Source: an optimization exercise on an open RTL-to-GDS flow (aim: small area, a short achievable clock period and few clock cycles per item). Production flows keep margins and buffers that such runs may drop. The RTL was checked by simulation tests, not by an equivalence proof against the original design. Power figures rest on the tool's default switching activity, not on a simulated workload.

File: design/flow/design.v
`timescale 1ns / 1ps
module clz #(
             parameter DATA_W = 32 
             )
  (
   input [DATA_W-1:0]                data_in,
   output reg [$clog2(DATA_W+1)-1:0] data_out
   );
  localparam BIT_W = $clog2(DATA_W+1);
   integer                         i;
   always @* begin
      data_out = DATA_W[BIT_W-1:0];
      for (i=0; i < DATA_W; i=i+1) begin
         if (data_in[i]) begin
            data_out = (DATA_W[BIT_W-1:0] - i[BIT_W-1:0] - 1);
         end
      end
   end
endmodule
`timescale 1ns / 1ps
module fp_special #(
                    parameter DATA_W = 32,
                    parameter EXP_W = 8
                    )
   (
    input [DATA_W-1:0] data_in,
    output             nan,
    output             infinite,
    output             zero,
    output             sub_normal
    );
   localparam MAN_W = DATA_W-EXP_W;
   wire                sign = data_in[DATA_W-1];
   wire [EXP_W-1:0]    exponent = data_in[DATA_W-2 -: EXP_W];
   wire [MAN_W-2:0]    mantissa = data_in[MAN_W-2:0];
   wire                exp_all_ones = &exponent;
   wire                exp_zero = ~|exponent;
   wire                man_zero = ~|mantissa;
   assign nan        = exp_all_ones & ~man_zero;
   assign infinite   = exp_all_ones & man_zero;
   assign zero       = exp_zero & man_zero;
   assign sub_normal = exp_zero & ~man_zero;
endmodule
`timescale 1ns / 1ps
module round #(
               parameter DATA_W = 24,
               parameter EXP_W = 8
               )
  (
   input [EXP_W-1:0]    exponent,
   input [DATA_W+3-1:0] mantissa,
   output [EXP_W-1:0]   exponent_rnd,
   output [DATA_W-1:0]  mantissa_rnd
   );
   wire                 round = ~mantissa[2]? 1'b0:
                                ~|mantissa[1:0] & ~mantissa[3]? 1'b0: 1'b1;
   wire [DATA_W-1:0]    mantissa_rnd_int = round? mantissa[DATA_W+3-1:3] + 1'b1: mantissa[DATA_W+3-1:3];
   wire [$clog2(DATA_W)-1:0] lzc;
   clz #(
         .DATA_W(DATA_W)
         )
   clz0
     (
      .data_in  (mantissa_rnd_int),
      .data_out (lzc)
      );
   assign mantissa_rnd = mantissa_rnd_int << lzc;
   assign exponent_rnd = exponent - {{(EXP_W-$clog2(DATA_W)){1'b0}},lzc};
endmodule
`timescale 1ns / 1ps
module div_subshift #(
                      parameter DATA_W = 32
                      )
   (
    input               clk,
    input               rst,
    input               start,
    output reg          done,
    input [DATA_W-1:0]  dividend,
    input [DATA_W-1:0]  divisor,
    output [DATA_W-1:0] quotient,
    output [DATA_W-1:0] remainder
    );
   reg [DATA_W-1:0]             divisor_reg;
   reg [2*DATA_W-1:0]           rq;
   reg [$clog2(DATA_W+1)-1:0]   pc;
   wire [DATA_W:0]              trial = rq[2*DATA_W-1:DATA_W-1] - {1'b0, divisor_reg};
   assign quotient = rq[DATA_W-1:0];
   assign remainder = rq[2*DATA_W-1:DATA_W];
   always @(posedge clk) begin
      if (rst) begin
         pc <= {$clog2(DATA_W+1){1'b0}};
         done <= 1'b0;
      end else if (start) begin
         pc <= DATA_W[$clog2(DATA_W+1)-1:0];
         done <= 1'b0;
      end else if (pc != 0) begin
         pc <= pc - 1'b1;
         done <= (pc == 1);
      end
   end
   always @(posedge clk) begin
      if (start) begin
         rq <= {{DATA_W{1'b0}}, dividend};
         divisor_reg <= divisor;
      end else if (pc != 0) begin
         if (~trial[DATA_W])
           rq <= {trial[DATA_W-1:0], rq[DATA_W-2:0], 1'b1};
         else
           rq <= {rq[2*DATA_W-2:0], 1'b0};
      end
   end
endmodule
`timescale 1ns / 1ps
module fp_add #(
                parameter DATA_W = 32,
                parameter EXP_W = 8
                )
   (
    input                   clk,
    input                   rst,
    input                   start,
    output reg              done,
    input [DATA_W-1:0]      op_a,
    input [DATA_W-1:0]      op_b,
    output                  overflow,
    output                  underflow,
    output                  exception,
    output reg [DATA_W-1:0] res
    );
   localparam MAN_W = DATA_W-EXP_W;
   localparam BIAS = 2**(EXP_W-1)-1;
   localparam EXTRA = 3;
   localparam STICKY_BITS = 2*BIAS-1;
   wire                     op_a_nan, op_a_inf, op_a_zero, op_a_sub;
   fp_special #(
                .DATA_W(DATA_W),
                .EXP_W(EXP_W)
                )
   special_op_a
     (
      .data_in    (op_a),
      .nan        (op_a_nan),
      .infinite   (op_a_inf),
      .zero       (op_a_zero),
      .sub_normal (op_a_sub)
      );
   wire                     op_b_nan, op_b_inf, op_b_zero, op_b_sub;
   fp_special #(
                .DATA_W(DATA_W),
                .EXP_W(EXP_W)
                )
   special_op_b
     (
      .data_in    (op_b),
      .nan        (op_b_nan),
      .infinite   (op_b_inf),
      .zero       (op_b_zero),
      .sub_normal (op_b_sub)
      );
   wire                     special = op_a_nan | op_a_inf | op_b_nan | op_b_inf;
   wire [DATA_W-1:0]        res_special = (op_a_nan | op_b_nan)? {1'b0, {EXP_W{1'b1}}, 1'b1, {(DATA_W-EXP_W-2){1'b0}}}:
                                          (op_a_inf & op_b_inf)? ((op_a[DATA_W-1] ^ op_b[DATA_W-1])? {1'b0, {EXP_W{1'b1}}, 1'b1, {(DATA_W-EXP_W-2){1'b0}}}:
                                                                                                     {op_a[DATA_W-1], {EXP_W{1'b1}}, {(DATA_W-EXP_W-1){1'b0}}}):
                                                       op_b_inf? ((op_a[DATA_W-1] ^ op_b[DATA_W-1])? {~op_b[DATA_W-1], {EXP_W{1'b1}}, {(DATA_W-EXP_W-1){1'b0}}}:
                                                                                                     {op_b[DATA_W-1], {EXP_W{1'b1}}, {(DATA_W-EXP_W-1){1'b0}}}):
                                                                 {op_a[DATA_W-1], {EXP_W{1'b1}}, {(DATA_W-EXP_W-1){1'b0}}};
   reg comp;
   always @*
   begin
      comp = 1'b0;
      if(op_a[DATA_W-2 -: EXP_W] == op_b[DATA_W-2 -: EXP_W]) begin
         if(op_a[MAN_W-2:0] > op_b[MAN_W-2:0])
            comp = 1'b1;
      end
      if(op_a[DATA_W-2 -: EXP_W] > op_b[DATA_W-2 -: EXP_W])
         comp = 1'b1;      
   end
   wire [MAN_W-1:0]         A_Mantissa = comp? {1'b1, op_a[MAN_W-2:0]} : {1'b1, op_b[MAN_W-2:0]};
   wire [EXP_W-1:0]         A_Exponent = comp? op_a[DATA_W-2 -: EXP_W] : op_b[DATA_W-2 -: EXP_W];
   wire                     A_sign     = comp? op_a[DATA_W-1] : op_b[DATA_W-1];
   wire [MAN_W-1:0]         B_Mantissa = comp? {1'b1, op_b[MAN_W-2:0]} : {1'b1, op_a[MAN_W-2:0]};
   wire [EXP_W-1:0]         B_Exponent = comp? op_b[DATA_W-2 -: EXP_W] : op_a[DATA_W-2 -: EXP_W];
   wire                     B_sign     = comp? op_b[DATA_W-1] : op_a[DATA_W-1];
   reg                      A_sign_reg;
   reg [EXP_W-1:0]          A_Exponent_reg;
   reg [MAN_W-1:0]          A_Mantissa_reg;
   reg                      B_sign_reg;
   reg [EXP_W-1:0]          B_Exponent_reg;
   reg [MAN_W-1:0]          B_Mantissa_reg;
   reg                      done_int;
   always @(posedge clk) begin
      if (rst) begin
         A_sign_reg <= 1'b0;
         A_Exponent_reg <= {EXP_W{1'b0}};
         A_Mantissa_reg <= {MAN_W{1'b0}};
         B_sign_reg <= 1'b0;
         B_Exponent_reg <= {EXP_W{1'b0}};
         B_Mantissa_reg <= {MAN_W{1'b0}};
         done_int <= 1'b0;
      end else begin
         A_sign_reg <= A_sign;
         A_Exponent_reg <= A_Exponent;
         A_Mantissa_reg <= A_Mantissa;
         B_sign_reg <= B_sign;
         B_Exponent_reg <= B_Exponent;
         B_Mantissa_reg <= B_Mantissa;
         done_int <= start & ~special;
      end
   end
   wire [EXP_W-1:0]         diff_Exponent = A_Exponent_reg - B_Exponent_reg;
   wire [MAN_W+STICKY_BITS-1:0] B_Mantissa_in = {B_Mantissa_reg, {STICKY_BITS{1'b0}}} >> diff_Exponent;
   wire                     guard_bit = B_Mantissa_in[STICKY_BITS-1];
   wire                     round_bit = B_Mantissa_in[STICKY_BITS-2];
   wire                     sticky_bit = |B_Mantissa_in[STICKY_BITS-3:0];
   reg                      A_sign_reg2;
   reg [EXP_W-1:0]          A_Exponent_reg2;
   reg [MAN_W-1:0]          A_Mantissa_reg2;
   reg                      B_sign_reg2;
   reg [MAN_W-1:0]          B_Mantissa_reg2;
   reg                      guard_bit_reg;
   reg                      round_bit_reg;
   reg                      sticky_bit_reg;
   reg                      done_int2;
   always @(posedge clk) begin
      if (rst) begin
         A_sign_reg2 <= 1'b0;
         A_Exponent_reg2 <= {EXP_W{1'b0}};
         A_Mantissa_reg2 <= {MAN_W{1'b0}};
         B_sign_reg2 <= 1'b0;
         B_Mantissa_reg2 <= {MAN_W{1'b0}};
         guard_bit_reg <= 1'b0;
         round_bit_reg <= 1'b0;
         sticky_bit_reg <= 1'b0;
         done_int2 <= 1'b0;
      end else begin
         A_sign_reg2 <= A_sign_reg;
         A_Exponent_reg2 <= A_Exponent_reg;
         A_Mantissa_reg2 <= A_Mantissa_reg;
         B_sign_reg2 <= B_sign_reg;
         B_Mantissa_reg2 <= B_Mantissa_in[STICKY_BITS +: MAN_W];
         guard_bit_reg <= guard_bit;
         round_bit_reg <= round_bit;
         sticky_bit_reg <= sticky_bit;
         done_int2 <= done_int;
      end
   end
   wire [MAN_W:0]           Temp = (A_sign_reg2 ^ B_sign_reg2)? A_Mantissa_reg2 - B_Mantissa_reg2 : A_Mantissa_reg2 + B_Mantissa_reg2;
   wire                     carry = Temp[MAN_W];
   reg                      A_sign_reg3;
   reg [EXP_W-1:0]          A_Exponent_reg3;
   reg [MAN_W+EXTRA-1:0]    Temp_reg;
   reg                      carry_reg;
   reg                      done_int3;
   always @(posedge clk) begin
      if (rst) begin
         A_sign_reg3 <= 1'b0;
         A_Exponent_reg3 <= {EXP_W{1'b0}};
         Temp_reg <= {(MAN_W+EXTRA){1'b0}};
         carry_reg <= 1'b0;
         done_int3 <= 1'b0;
      end else begin
         A_sign_reg3 <= A_sign_reg2;
         A_Exponent_reg3 <= A_Exponent_reg2;
         Temp_reg <= {Temp[MAN_W-1:0], guard_bit_reg, round_bit_reg, sticky_bit_reg};
         carry_reg <= carry;
         done_int3 <= done_int2;
      end
   end
   wire [$clog2(MAN_W+EXTRA+1)-1:0] lzc;
   clz #(
         .DATA_W(MAN_W+EXTRA)
         )
   clz0
     (
      .data_in  (Temp_reg),
      .data_out (lzc)
      );
   wire [MAN_W+EXTRA-1:0]   Temp_Mantissa = carry_reg? {1'b1, Temp_reg[MAN_W+EXTRA-1:1]} : Temp_reg << lzc;
   wire [EXP_W-1:0]         exp_adjust = carry_reg? A_Exponent_reg3 + 1'b1 : A_Exponent_reg3 - {{EXTRA{1'b0}},lzc};
   reg                      A_sign_reg4;
   reg [EXP_W-1:0]          exp_adjust_reg;
   reg [MAN_W+EXTRA-1:0]    Temp_Mantissa_reg;
   reg                      done_int4;
   always @(posedge clk) begin
      if (rst) begin
         A_sign_reg4 <= 1'b0;
         exp_adjust_reg <= {EXP_W{1'b0}};
         Temp_Mantissa_reg <= {(MAN_W+EXTRA){1'b0}};
         done_int4 <= 1'b0;
      end else begin
         A_sign_reg4 <= A_sign_reg3;
         exp_adjust_reg <= exp_adjust;
         Temp_Mantissa_reg <= {Temp_Mantissa[MAN_W+EXTRA-1:1], Temp_Mantissa[0] | Temp_reg[0]};
         done_int4 <= done_int3;
      end
   end
   wire [MAN_W-1:0]         Temp_Mantissa_rnd;
   wire [EXP_W-1:0]         exp_adjust_rnd;
   round #(
           .DATA_W (MAN_W),
           .EXP_W  (EXP_W)
           )
   round0
     (
      .exponent     (exp_adjust_reg),
      .mantissa     (Temp_Mantissa_reg),
      .exponent_rnd (exp_adjust_rnd),
      .mantissa_rnd (Temp_Mantissa_rnd)
      );
   wire [MAN_W-2:0]         Mantissa = Temp_Mantissa_rnd[MAN_W-2:0];
   wire [EXP_W-1:0]         Exponent = exp_adjust_rnd;
   wire                     Sign = A_sign_reg4;
   wire [DATA_W-1:0]        res_in  = special? res_special: {Sign, Exponent, Mantissa};
   wire                     done_in = special? start: done_int4;
   always @(posedge clk) begin
      if (rst) begin
         res <= {DATA_W{1'b0}};
         done <= 1'b0;
      end else begin
         res <= res_in;
         done <= done_in;
      end
   end
   assign overflow = 1'b0;
   assign underflow = 1'b0;
   assign exception = 1'b0;
endmodule
`timescale 1ns / 1ps
module fp_mul #(
                parameter DATA_W = 32,
                parameter EXP_W = 8
                )
   (
    input                   clk,
    input                   rst,
    input                   start,
    output reg              done,
    input [DATA_W-1:0]      op_a,
    input [DATA_W-1:0]      op_b,
    output                  overflow,
    output                  underflow,
    output                  exception,
    output reg [DATA_W-1:0] res
    );
   localparam MAN_W = DATA_W-EXP_W;
   localparam BIAS = 2**(EXP_W-1)-1;
   localparam EXTRA = 3;
   wire                     op_a_nan, op_a_inf, op_a_zero, op_a_sub;
   fp_special #(
                .DATA_W(DATA_W),
                .EXP_W(EXP_W)
                )
   special_op_a
     (
      .data_in    (op_a),
      .nan        (op_a_nan),
      .infinite   (op_a_inf),
      .zero       (op_a_zero),
      .sub_normal (op_a_sub)
      );
   wire                     op_b_nan, op_b_inf, op_b_zero, op_b_sub;
   fp_special #(
                .DATA_W(DATA_W),
                .EXP_W(EXP_W)
                )
   special_op_b
     (
      .data_in    (op_b),
      .nan        (op_b_nan),
      .infinite   (op_b_inf),
      .zero       (op_b_zero),
      .sub_normal (op_b_sub)
      );
   wire                     special = op_a_nan | op_a_inf | op_b_nan | op_b_inf;
   wire [DATA_W-1:0]        res_special = (op_a_nan | op_b_nan)? {1'b0, {EXP_W{1'b1}}, 1'b1, {(DATA_W-EXP_W-2){1'b0}}}:
                                          (op_a_inf & op_b_inf)? {1'b0, {EXP_W{1'b1}}, 1'b1, {(DATA_W-EXP_W-2){1'b0}}}:
                                        (op_a_zero | op_b_zero)? {1'b0, {EXP_W{1'b1}}, 1'b1, {(DATA_W-EXP_W-2){1'b0}}}:
                                                                 {op_b[DATA_W-1] ^ op_b[DATA_W-1], {EXP_W{1'b1}}, {(DATA_W-EXP_W-1){1'b0}}};
   wire [MAN_W-1:0]         A_Mantissa = {1'b1, op_a[MAN_W-2:0]};
   wire [EXP_W-1:0]         A_Exponent = op_a[DATA_W-2 -: EXP_W];
   wire                     A_sign     = op_a[DATA_W-1];
   wire [MAN_W-1:0]         B_Mantissa = {1'b1, op_b[MAN_W-2:0]};
   wire [EXP_W-1:0]         B_Exponent = op_b[DATA_W-2 -: EXP_W];
   wire                     B_sign     = op_b[DATA_W-1];
   reg                      A_sign_reg;
   reg [EXP_W-1:0]          A_Exponent_reg;
   reg [MAN_W-1:0]          A_Mantissa_reg;
   reg                      B_sign_reg;
   reg [EXP_W-1:0]          B_Exponent_reg;
   reg [MAN_W-1:0]          B_Mantissa_reg;
   reg                      done_int;
   always @(posedge clk) begin
      if (rst) begin
         A_sign_reg <= 1'b0;
         A_Exponent_reg <= {EXP_W{1'b0}};
         A_Mantissa_reg <= {MAN_W{1'b0}};
         B_sign_reg <= 1'b0;
         B_Exponent_reg <= {EXP_W{1'b0}};
         B_Mantissa_reg <= {MAN_W{1'b0}};
         done_int <= 1'b0;
      end else begin
         A_sign_reg <= A_sign;
         A_Exponent_reg <= A_Exponent;
         A_Mantissa_reg <= A_Mantissa;
         B_sign_reg <= B_sign;
         B_Exponent_reg <= B_Exponent;
         B_Mantissa_reg <= B_Mantissa;
         done_int <= start & ~special;
      end
   end
   wire                     Temp_sign = A_sign_reg ^ B_sign_reg;
   wire [EXP_W-1:0]         Temp_Exponent = A_Exponent_reg + B_Exponent_reg - BIAS;
   wire [2*MAN_W-1:0]       Temp_Mantissa = A_Mantissa_reg * B_Mantissa_reg;
   reg                      Temp_sign_reg;
   reg [EXP_W-1:0]          Temp_Exponent_reg;
   reg [MAN_W+EXTRA:0]      Temp_Mantissa_reg;
   reg                      done_int2;
   always @(posedge clk) begin
      if (rst) begin
         Temp_sign_reg <= 1'b0;
         Temp_Exponent_reg <= {EXP_W{1'b0}};
         Temp_Mantissa_reg <= {(MAN_W+EXTRA+1){1'b0}};
         done_int2 <= 1'b0;
      end else begin
         Temp_sign_reg <= Temp_sign;
         Temp_Exponent_reg <= Temp_Exponent;
         Temp_Mantissa_reg <= Temp_Mantissa[2*MAN_W-1 -: MAN_W+EXTRA+1];
         done_int2 <= done_int;
      end
   end
   wire [MAN_W+EXTRA-1:0]   Mantissa_int = Temp_Mantissa_reg[MAN_W+EXTRA]? Temp_Mantissa_reg[MAN_W+EXTRA:1] : Temp_Mantissa_reg[MAN_W+EXTRA-1:0];
   wire [EXP_W-1:0]         Exponent_int = Temp_Mantissa_reg[MAN_W+EXTRA]? Temp_Exponent_reg + 1'b1 : Temp_Exponent_reg;
   reg                      Temp_sign_reg2;
   reg [EXP_W-1:0]          Exponent_reg;
   reg [MAN_W+EXTRA-1:0]    Mantissa_reg;
   reg                      done_int3;
   always @(posedge clk) begin
      if (rst) begin
         Temp_sign_reg2 <= 1'b0;
         Exponent_reg <= {EXP_W{1'b0}};
         Mantissa_reg <= {(MAN_W+EXTRA){1'b0}};
         done_int3 <= 1'b0;
      end else begin
         Temp_sign_reg2 <= Temp_sign_reg;
         Exponent_reg <= Exponent_int;
         Mantissa_reg <= {Mantissa_int[MAN_W+EXTRA-1:1], Mantissa_int[0] | Temp_Mantissa_reg[0]};
         done_int3 <= done_int2;
      end
   end
   wire [MAN_W-1:0]         Mantissa_rnd;
   wire [EXP_W-1:0]         Exponent_rnd;
   round #(
           .DATA_W (MAN_W),
           .EXP_W  (EXP_W)
           )
   round0
     (
      .exponent     (Exponent_reg),
      .mantissa     (Mantissa_reg),
      .exponent_rnd (Exponent_rnd),
      .mantissa_rnd (Mantissa_rnd)
      );
   wire [MAN_W-2:0]         Mantissa = Mantissa_rnd[MAN_W-2:0];
   wire [EXP_W-1:0]         Exponent = Exponent_rnd;
   wire                     Sign = Temp_sign_reg2;
   wire [DATA_W-1:0]        res_in  = special? res_special: {Sign, Exponent, Mantissa};
   wire                     done_in = special? start: done_int3;
   always @(posedge clk) begin
      if (rst) begin
         res <= {DATA_W{1'b0}};
         done <= 1'b0;
      end else begin
         res <= res_in;
         done <= done_in;
      end
   end
   assign overflow = 1'b0;
   assign underflow = 1'b0;
   assign exception = 1'b0;
endmodule
`timescale 1ns / 1ps
module fp_div #(
                parameter DATA_W = 32,
                parameter EXP_W = 8
                )
   (
    input                   clk,
    input                   rst,
    input                   start,
    output reg              done,
    input [DATA_W-1:0]      op_a,
    input [DATA_W-1:0]      op_b,
    output                  overflow,
    output                  underflow,
    output                  exception,
    output reg [DATA_W-1:0] res
    );
   localparam MAN_W = DATA_W-EXP_W;
   localparam BIAS = 2**(EXP_W-1)-1;
   localparam EXTRA = 3;
   localparam END_COUNT = 2*MAN_W+EXTRA+3-1;  
   reg [$clog2(END_COUNT+1)-1:0] counter;
   wire                          cnt_done = (counter == END_COUNT)? 1'b1: 1'b0;
   always @(posedge clk) begin
      if (rst) begin
         counter <= END_COUNT;
      end else if (start) begin
         counter <= 0;
      end else if (~cnt_done) begin
         counter <= counter + 1'b1;
      end
   end
   wire [MAN_W-1:0]              A_Mantissa = {1'b1, op_a[MAN_W-2:0]};
   wire [EXP_W-1:0]              A_Exponent = op_a[DATA_W-2 -: EXP_W];
   wire                          A_sign     = op_a[DATA_W-1];
   wire [MAN_W-1:0]              B_Mantissa = {1'b1, op_b[MAN_W-2:0]};
   wire [EXP_W-1:0]              B_Exponent = op_b[DATA_W-2 -: EXP_W];
   wire                          B_sign     = op_b[DATA_W-1];
   reg                           A_sign_reg;
   reg [EXP_W-1:0]               A_Exponent_reg;
   reg [MAN_W-1:0]               A_Mantissa_reg;
   reg                           B_sign_reg;
   reg [EXP_W-1:0]               B_Exponent_reg;
   reg [MAN_W-1:0]               B_Mantissa_reg;
   reg                           done_int;
   always @(posedge clk) begin
      if (rst) begin
         A_sign_reg <= 1'b0;
         A_Exponent_reg <= {EXP_W{1'b0}};
         A_Mantissa_reg <= {MAN_W{1'b0}};
         B_sign_reg <= 1'b0;
         B_Exponent_reg <= {EXP_W{1'b0}};
         B_Mantissa_reg <= {MAN_W{1'b0}};
         done_int <= 1'b0;
      end else begin
         A_sign_reg <= A_sign;
         A_Exponent_reg <= A_Exponent;
         A_Mantissa_reg <= A_Mantissa;
         B_sign_reg <= B_sign;
         B_Exponent_reg <= B_Exponent;
         B_Mantissa_reg <= B_Mantissa;
         done_int <= start;
      end
   end
   wire [DATA_W-1:0] op_a_reg = {A_sign_reg,A_Exponent_reg,A_Mantissa_reg[MAN_W-2:0]};         
   wire op_a_nan, op_a_inf, op_a_zero, op_a_sub;
   fp_special #(
                .DATA_W(DATA_W),
                .EXP_W(EXP_W)
                )
   special_op_a
     (
      .data_in    (op_a),
      .nan        (op_a_nan),
      .infinite   (op_a_inf),
      .zero       (op_a_zero),
      .sub_normal (op_a_sub)
      );
   wire [DATA_W-1:0] op_b_reg = {B_sign_reg,B_Exponent_reg,B_Mantissa_reg[MAN_W-2:0]};         
   wire op_b_nan, op_b_inf, op_b_zero, op_b_sub;
   fp_special #(
                .DATA_W(DATA_W),
                .EXP_W(EXP_W)
                )
   special_op_b
     (
      .data_in    (op_b),
      .nan        (op_b_nan),
      .infinite   (op_b_inf),
      .zero       (op_b_zero),
      .sub_normal (op_b_sub)
      );
   wire             special = op_a_nan | op_a_zero | op_a_inf | op_b_nan | op_b_inf | op_b_zero;
   reg [DATA_W-1:0] res_special;
   always @*
   begin
      res_special = {1'b0, {EXP_W{1'b1}}, 1'b1, {(DATA_W-EXP_W-2){1'b0}}};  
      if(op_b_inf & !op_a_inf)
         res_special = 0;
      if(op_a_zero) begin
         if(op_b_zero)
            res_special = {op_a[DATA_W-1] ^ op_b[DATA_W-1], {EXP_W{1'b1}}, {(DATA_W-EXP_W-1){1'b0}}};
         else
            res_special = 0;
      end
   end
   wire                          Temp_sign = A_sign_reg ^ B_sign_reg;
   wire [EXP_W-1:0]              Temp_Exponent = A_Exponent_reg - B_Exponent_reg + BIAS;
   wire [2*MAN_W+EXTRA-1:0]      Temp_Mantissa;  
   div_subshift # (
                   .DATA_W(2*MAN_W+EXTRA)
                   )
   div_subshift (
                 .clk       (clk),
                 .rst       (rst),
                 .start     (start),
                 .done      (),
                 .dividend  ({1'b0, A_Mantissa, {(MAN_W+EXTRA-1){1'b0}}}),
                 .divisor   ({{(MAN_W+EXTRA){1'b0}}, B_Mantissa}),
                 .quotient  (Temp_Mantissa),
                 .remainder ()
                 );
   reg                           Temp_sign_reg;
   reg [EXP_W-1:0]               Temp_Exponent_reg;
   reg [MAN_W+EXTRA-1:0]         Temp_Mantissa_reg;
   reg                           done_int2;
   always @(posedge clk) begin
      if (rst) begin
         Temp_sign_reg <= 1'b0;
         Temp_Exponent_reg <= {EXP_W{1'b0}};
         Temp_Mantissa_reg <= {(MAN_W+EXTRA){1'b0}};
         done_int2 <= 1'b0;
      end else begin
         Temp_sign_reg <= Temp_sign;
         Temp_Exponent_reg <= Temp_Exponent;
         Temp_Mantissa_reg <= Temp_Mantissa[MAN_W+EXTRA-1:0];
         done_int2 <= done_int;
      end
   end
   wire [$clog2(MAN_W+EXTRA+1)-1:0] lzc;
   clz #(
         .DATA_W(MAN_W+EXTRA)
         )
   clz0
     (
      .data_in  (Temp_Mantissa_reg),
      .data_out (lzc)
      );
   wire [MAN_W+EXTRA-1:0]        Mantissa_int = Temp_Mantissa_reg << lzc;
   wire [EXP_W-1:0]              Exponent_int = Temp_Exponent_reg - {{EXTRA{1'b0}},lzc};
   reg                           Temp_sign_reg2;
   reg [EXP_W-1:0]               Exponent_reg;
   reg [MAN_W+EXTRA-1:0]         Mantissa_reg;
   reg                           done_int3;
   always @(posedge clk) begin
      if (rst) begin
         Temp_sign_reg2 <= 1'b0;
         Exponent_reg <= {EXP_W{1'b0}};
         Mantissa_reg <= {(MAN_W+EXTRA){1'b0}};
         done_int3 <= 1'b0;
      end else begin
         Temp_sign_reg2 <= Temp_sign_reg;
         Exponent_reg <= Exponent_int;
         Mantissa_reg <= {Mantissa_int[MAN_W+EXTRA-1:1], Temp_Mantissa_reg[0]};
         done_int3 <= done_int2;
      end
   end
   wire [MAN_W-1:0]              Mantissa_rnd;
   wire [EXP_W-1:0]              Exponent_rnd;
   round #(
           .DATA_W (MAN_W),
           .EXP_W  (EXP_W)
           )
   round0
     (
      .exponent     (Exponent_reg),
      .mantissa     (Mantissa_reg),
      .exponent_rnd (Exponent_rnd),
      .mantissa_rnd (Mantissa_rnd)
      );
   wire [MAN_W-2:0]              Mantissa = Mantissa_rnd[MAN_W-2:0];
   wire [EXP_W-1:0]              Exponent = Exponent_rnd;
   wire                          Sign = Temp_sign_reg2;
   wire [DATA_W-1:0]             res_in  = special? res_special: {Sign, Exponent, Mantissa};
   wire                          done_in = special? start: (~start & cnt_done);
   always @(posedge clk) begin
      if (rst) begin
         res <= {DATA_W{1'b0}};
         done <= 1'b0;
      end else begin
         res <= res_in;
         done <= done_in;
      end
   end
   assign overflow = 1'b0;
   assign underflow = 1'b0;
   assign exception = 1'b0;
endmodule
`timescale 1ns / 1ps
module fpu # (
              parameter DATA_W = 32,
              parameter EXP_W = 8
              )
   (
    input                   clk,
    input                   rst,
    input                   start,
    input [4-1:0]    funct,
    input [DATA_W-1:0]      rs1,
    input [DATA_W-1:0]      rs2,
    input [DATA_W-1:0]      rs3,
    input [DATA_W-1:0]      rs1_i,
    output reg [DATA_W-1:0] res,
    output                  done
    );
   reg                              add, sub;
   reg                              mul;
   reg                              div;
   reg                              fsqrt;
   reg                              min_max;
   reg                              cmp;
   reg                              int2float, uint2float;
   reg                              float2int, float2uint;
   reg                              madd, msub, nmadd, nmsub;
   wire                             any_add = |{add, sub};
   wire                             any_mul = mul;
   wire                             any_div = div;
   wire                             any_sqrt = fsqrt;
   wire                             any_min_max = min_max;
   wire                             any_cmp = cmp;
   wire                             any_int2float = int2float;
   wire                             any_uint2float = uint2float;
   wire                             any_float2int = float2int;
   wire                             any_float2uint = float2uint;
   wire                             any_madd = |{madd, msub, nmadd, nmsub};
   reg                              any_add_reg, any_mul_reg, any_div_reg, any_sqrt_reg, any_min_max_reg, any_cmp_reg, any_int2float_reg, any_uint2float_reg, any_float2int_reg, any_float2uint_reg;
   wire [DATA_W-1:0]                add_res;
   wire [DATA_W-1:0]                mul_res;
   wire [DATA_W-1:0]                div_res;
   wire [DATA_W-1:0]                sqrt_res;
   wire [DATA_W-1:0]                min_max_res;
   wire                             cmp_res;
   wire [DATA_W-1:0]                int2float_res;
   wire [DATA_W-1:0]                uint2float_res;
   wire [DATA_W-1:0]                float2int_res;
   wire [DATA_W-1:0]                float2uint_res;
   wire                             add_done, mul_done, div_done, sqrt_done, min_max_done, cmp_done, int2float_done, uint2float_done, float2int_done, float2uint_done;
   reg                              done_int;
   reg                              done_reg;
   reg                              ready_reg;
   wire                             add_start = any_add & ~(any_add_reg & ~ready_reg);
   wire                             mul_start = any_mul & ~(any_mul_reg & ~ready_reg);
   wire                             div_start = any_div & ~(any_div_reg & ~ready_reg);
   wire                             sqrt_start = any_sqrt & ~(any_sqrt_reg & ~ready_reg);
   wire                             min_max_start = any_min_max & ~(any_min_max_reg & ~ready_reg);
   wire                             cmp_start = any_cmp & ~(any_cmp_reg & ~ready_reg);
   wire                             int2float_start = any_int2float & ~(any_int2float_reg & ~ready_reg);
   wire                             uint2float_start = any_uint2float & ~(any_uint2float_reg & ~ready_reg);
   wire                             float2int_start = any_float2int & ~(any_float2int_reg & ~ready_reg);
   wire                             float2uint_start = any_float2uint & ~(any_float2uint_reg & ~ready_reg);
   wire                             start_int = |{add_start, mul_start, div_start, sqrt_start, min_max_start, cmp_start, int2float_start, uint2float_start, float2int_start, float2uint_start};
   wire                             fpu_wait = start_int | ~done;
   wire                             ready = done & ~done_reg;
   always @* begin
      add = 0;
      sub = 0;
      mul = 0;
      div = 0;
      madd = 0;
      msub = 0;
      nmadd = 0;
      nmsub = 0;
      fsqrt = 0;
      min_max = 0;
      int2float = 0;
      uint2float = 0;
      cmp = 0;
      float2int = 0;
      float2uint = 0;
      if (start) begin
         case (funct)
           (4'd0): add = 1;
           (4'd1): sub = 1;
           (4'd2): mul = 1;
           (4'd3): div = 1;
         endcase
      end
   end
   always @(posedge clk) begin
      if (rst) begin
         any_add_reg <= 1'b0;
         any_mul_reg <= 1'b0;
         any_div_reg <= 1'b0;
         any_sqrt_reg <= 1'b0;
         any_min_max_reg <= 1'b0;
         any_cmp_reg <= 1'b0;
         any_int2float_reg <= 1'b0;
         any_uint2float_reg <= 1'b0;
         any_float2int_reg <= 1'b0;
         any_float2uint_reg <= 1'b0;
      end else begin
         any_add_reg <= any_add;
         any_mul_reg <= any_mul;
         any_div_reg <= any_div;
         any_sqrt_reg <= any_sqrt;
         any_min_max_reg <= any_min_max;
         any_cmp_reg <= any_cmp;
         any_int2float_reg <= any_int2float;
         any_uint2float_reg <= any_uint2float;
         any_float2int_reg <= any_float2int;
         any_float2uint_reg <= any_float2uint;
      end
   end
   always @ (posedge clk) begin
      if (rst) begin
         ready_reg <= 1'b0;
      end else begin
         ready_reg <= ready;
      end
   end
   always @(posedge clk) begin
      if (rst) begin
         done_reg <= 1'b1;
      end else begin
         done_reg <= done;
      end
   end
   wire [DATA_W-1:0] op_a_add = any_madd? mul_res: rs1;
   wire [DATA_W-1:0] op_b_add_int = any_madd? rs3: rs2;
   wire [DATA_W-1:0] op_b_add = sub? {~op_b_add_int[DATA_W-1], op_b_add_int[DATA_W-2:0]}: op_b_add_int;
   fp_add #(
            .DATA_W (DATA_W),
            .EXP_W  (EXP_W)
            )
   fp_add0
     (
      .clk(clk),
      .rst(rst),
      .overflow(),
      .underflow(),
      .exception(),
      .start(add_start),
      .done(add_done),
      .op_a(op_a_add),
      .op_b(op_b_add),
      .res(add_res)
      );
   fp_mul #(
            .DATA_W (DATA_W),
            .EXP_W  (EXP_W)
            )
   fp_mul0
     (
      .clk(clk),
      .rst(rst),
      .overflow(),
      .underflow(),
      .exception(),
      .start(mul_start),
      .done(mul_done),
      .op_a(rs1),
      .op_b(rs2),
      .res(mul_res)
      );
   fp_div #(
            .DATA_W (DATA_W),
            .EXP_W  (EXP_W)
            )
   fp_div0
     (
      .clk(clk),
      .rst(rst),
      .overflow(),
      .underflow(),
      .exception(),
      .start(div_start),
      .done(div_done),
      .op_a(rs1),
      .op_b(rs2),
      .res(div_res)
      );
   assign done = start_int? 1'b0: done_int;
   always @* begin
      res = {DATA_W{1'b0}};
      done_int = 1'b1;
      if (any_add) begin
         if (nmadd | nmsub) begin
            res = {~add_res[DATA_W-1], add_res[DATA_W-2:0]};
         end else begin
            res = add_res;
         end
         done_int = add_done;
      end else if (any_mul) begin
         res = mul_res;
         done_int = mul_done;
      end else if (any_div) begin
         res = div_res;
         done_int = div_done;
      end
   end
endmodule
File: design/flow/run.sh
#!/bin/bash
# synth_recipe.tcl (not shown) runs the flow's synth.tcl, then flattens the netlist and writes it again
# the make line also repeats each setting of config.mk as NAME=value (left out here)
make -C /OpenROAD-flow-scripts/flow DESIGN_CONFIG=/design/flow/config.mk WORK_HOME=/design/flow/orfs CLKGATE_MAP_FILE= SYNTH_SCRIPT=/design/flow/synth_recipe.tcl finish
File: design/flow/config.mk
export PLATFORM = sky130hd
export DESIGN_NAME = fpu
export DESIGN_NICKNAME = fpu
export VERILOG_FILES = /design/flow/design.v
export SDC_FILE = /design/flow/constraint.sdc
export NUM_CORES = 4
export LEC_CHECK = 0
export CAP_MARGIN = 20
export CORE_MARGIN = 2
export CORE_UTILIZATION = 40
export SLEW_MARGIN = 20
File: design/flow/constraint.sdc
create_clock -name core_clock -period 10.0 [get_ports {clk}]
set_input_delay 2.0000 -clock core_clock [delete_from_list [all_inputs] [get_ports {clk}]]
set_output_delay 2.0000 -clock core_clock [all_outputs]
set_load 0.01 [all_outputs]
==> results.ini <==
[critical_path]
critPathKind = reg -> reg
crit_path_end_kind = flip-flop
cp.required_ns = 10.48
arrival_ns = 9.53
slowest_delay_ns = 0.98
slowest_stage = dfxtp_1
crit_fanout = 16
cp_common_cell = fa_1
crit_path_start_kind = flip-flop

[clock_tree]
cts_tree = done
cts_buffers = 72
cts_root_buf = clkbuf_16
cts_max_level = 3
clk_pin_slew_ns = 0.06
clock_path_buffers = 3
clk-insertion-delay-late_ns = 0.65
cts_resized = 0
post-cts-setup-buffer-count = 0
cts_hold_repair.buffers = 0
clock_sinks = 654

[grt]
grt_pass1_wl_um = 244000
grt_max_degree = 225
antenna_found_initial = 3
grt_overflow = 0
grt_pass1_vias = 43331
grt_usage_pct = 21.8

[min_path]
hp-class = reg -> reg

[yosys]
synthCells = 6336
syn-num-nets = 7281
synth_area_mm2 = 0.0546
synth-edff-count = 46
synth_ff_type = dfxtp_1
synthArstFlopShare_pct = 0
ys_seq_area_share_pct = 24.8
ys_ff_latch = 654
synth.distinct_cells = 86
yosysWarnings = 7
syn_area_per_cell_um2 = 8.62

[layout]
final_common_cell = nand2_1
final_cells = 8107
syn_to_final_growth_pct = 9.52
layout_common_cells = nand2_1 (758), inv_1 (674), dfxtp_1 (607), fa_1 (491), nor2_1 (490)
regMostFlops = fp_div0.div_subshift.rq
largest_reg_flops = 102
fin_util_pct = 44.2
finalNetCount = 7214
drive_gt1_share_pct = 5.23

[detailed_routing]
via_count = 43633
ant_nets = 0
first_pass_iters = 5
wl_per_cell_um = 18.9
drcViolationCount = 0
vias_per_cell = 5.38
wl_um = 153000
drtIter0Drc = 3231

[timing]
period_minus_slack_ns = 9.05
fin_tns_setup_ns = 0
post-route-period-util_pct = 90.5
maxSlewHeadroom_pct = 20.7
hold_violations = 0
rsz0062_at_grt = false
finalMaxSlewViolations = 0
max_freq_mhz = 111
final-setup-viol-count = 0
skew_ns = 0.0246
tightest_slew_ns = 1.19

[floorplanning]
initial_utilization_pct = 40.3
dieArea_mm2 = 0.140
die_w_um = 374
rows = 135
pin_count = 168
core_area_mm2 = 0.135
die_h_um = 374

[power_and_ir_drop]
power_density_mw_per_mm2 = 262
ir_worst_vdd_uv = 175
leakage_nw = 26.1
total_power_mw = 15.7

[flow_run]
cap_violations = 0

[placed_design]
gp_congestion = 0.926
place_inst = 7974
hpwl_um = 117000
port-buffer-count = 103

[outcome]
status = no timing/DRC/antenna violations

## cells in the mapped netlist, types with 26 or more instances
library cell | count | area (µm²)
o21a_1 | 26 | 195
nor3_1 | 105 | 526
a211oi_1 | 35 | 263
nand3_1 | 133 | 666
nand4_1 | 53 | 332
nor2b_1 | 168 | 1050
nor2_1 | 493 | 1850
nor4_1 | 63 | 394
edfxtp_1 | 46 | 1380
or3_1 | 31 | 194
fa_1 | 491 | 9830
and2_1 | 224 | 1400
xnor2_1 | 169 | 1480
a31oi_1 | 35 | 219
o22ai_1 | 28 | 175
o211ai_1 | 30 | 225
clkbuf_1 | 300 | 1130
inv_1 | 675 | 2530
mux2_2 | 55 | 619
mux2i_1 | 341 | 3410
and3_1 | 38 | 238
o21ai_0 | 231 | 1160
a21o_1 | 76 | 571
nand2b_1 | 32 | 200
ha_1 | 319 | 3990
nand2_1 | 759 | 2850
a21oi_1 | 307 | 1540
xor2_1 | 100 | 876
o31ai_1 | 27 | 203
dfxtp_1 | 608 | 12200
## metal layers
layer  track usage [%]  vias to the layer above  part of all wire [%]
met5                 0                        -                0.0065
met4              5.27                        2                   2.3
met3              3.27                      232                   6.1
met2              35.0                     1202                    45
met1              30.6                    21280                    47
li1                  -                    20917                     -
## cells by family (layout without fill, tap and decap cells)
family                   count (synthesis)  in the layout  synth area share [%]
flip-flops                             654            654                  24.8
AO/OA/AOI/OAI                          987            987                  11.4
XOR/XNOR                               270            270                  4.34
other                                    0              1                     0
multiplexers                           413            413                  8.08
adder cells (fa/ha/maj)                810            810                  25.3
buffers and inverters                 1018           1007                  7.08
AND/OR/NAND/NOR                       2184           2184                  19.0
## path summary, 6_finish.rpt
check	from	slack, ns	cells after the start	endpoint
min	done_reg$_SDFF_PP1_	0.38	1	ready_reg$_SDFF_PP0_
max reg2reg	fp_mul0.A_Mantissa_reg[10]$_SDFF_PP0_	0.95	26	fp_mul0.Temp_Mantissa_reg[26]$_SDFF_PP0_
max	fp_mul0.A_Mantissa_reg[10]$_SDFF_PP0_	0.95	26	fp_mul0.Temp_Mantissa_reg[26]$_SDFF_PP0_
min reg2reg	done_reg$_SDFF_PP1_	0.38	1	ready_reg$_SDFF_PP0_
## worst max-delay path, delay by kind of cell, from the launching register on
kind / cells / cell delay [ns]
AO/OA/AOI/OAI: 9 / 2.99
adder cells (fa/ha/maj): 8 / 3.85
buffers and inverters: 6 / 0.63
flip-flops: 1 / 0.98
multiplexers: 1 / 0.23
AND/OR/NAND/NOR: 2 / 0.20
## through the flow
stage	hold slack [ns]	worst slack (ns)	area, µm²
after floorplan	0.372	2.51	54600
after global routing	0.382	0.584	59800
after detailed placement	0.380	1.07	57300
final	0.378	0.953	59800
after global placement	0.374	1.12	57300
after CTS	0.380	1.01	59800
## power by group
| group | switching [mW] | total (mW) | internal, mW |
|---|---|---|---|
| clock network | 1.09 | 2.74 | 1.66 |
| logic | 5.36 | 9.00 | 3.64 |
| registers | 0.580 | 3.92 | 3.34 |
## area by class of cell
class | instances | area [µm²]
Timing Repair Buffer | 195 | 1750
Clock buffer | 107 | 2160
Multi-Input combinational cell | 4664 | 37300
Fill cell | 13470 | 75700
Antenna cell | 1 | 2.50
Clock inverter | 23 | 303
Sequential cell | 654 | 13600
Tap cell | 1781 | 2230
Inverter | 682 | 2560
Testbench counts, summed over its fixed seeds: cycles 207,957, items 16,000.

## afterwards: timing with drivers on the ports
How much do the figures lean on ideal ports? The routed layout below was timed once more, with nothing changed but the port constraints.
Step 1 sets driving cells, clkbuf_16 on the clock port and buf_2 on the other inputs (assumed; they add their load-dependent delay and slew).
Step 2 adds t to the input delays and takes it off the output delays; t is the mean of the earliest and latest rising clock arrival at the registers after step 1. Input paths then give back, and output paths get back, about the clock's delay inside the block.
a / b / c = ideal / step 1 / step 2; a / b = the first two.
shift t [ns]: 0.694
setup slack, ns: 0.953 / 0.953 / 0.953
worst setup path at the end: register to register
clock arrival spread, ns: 0.040 / 0.040
worst slew at a driven data input, ns: 0.06
After both steps this run still meets setup and hold. For this run, drivers alone change the setup slack by 0.000 ns; drivers and shift together by 0.000 ns.
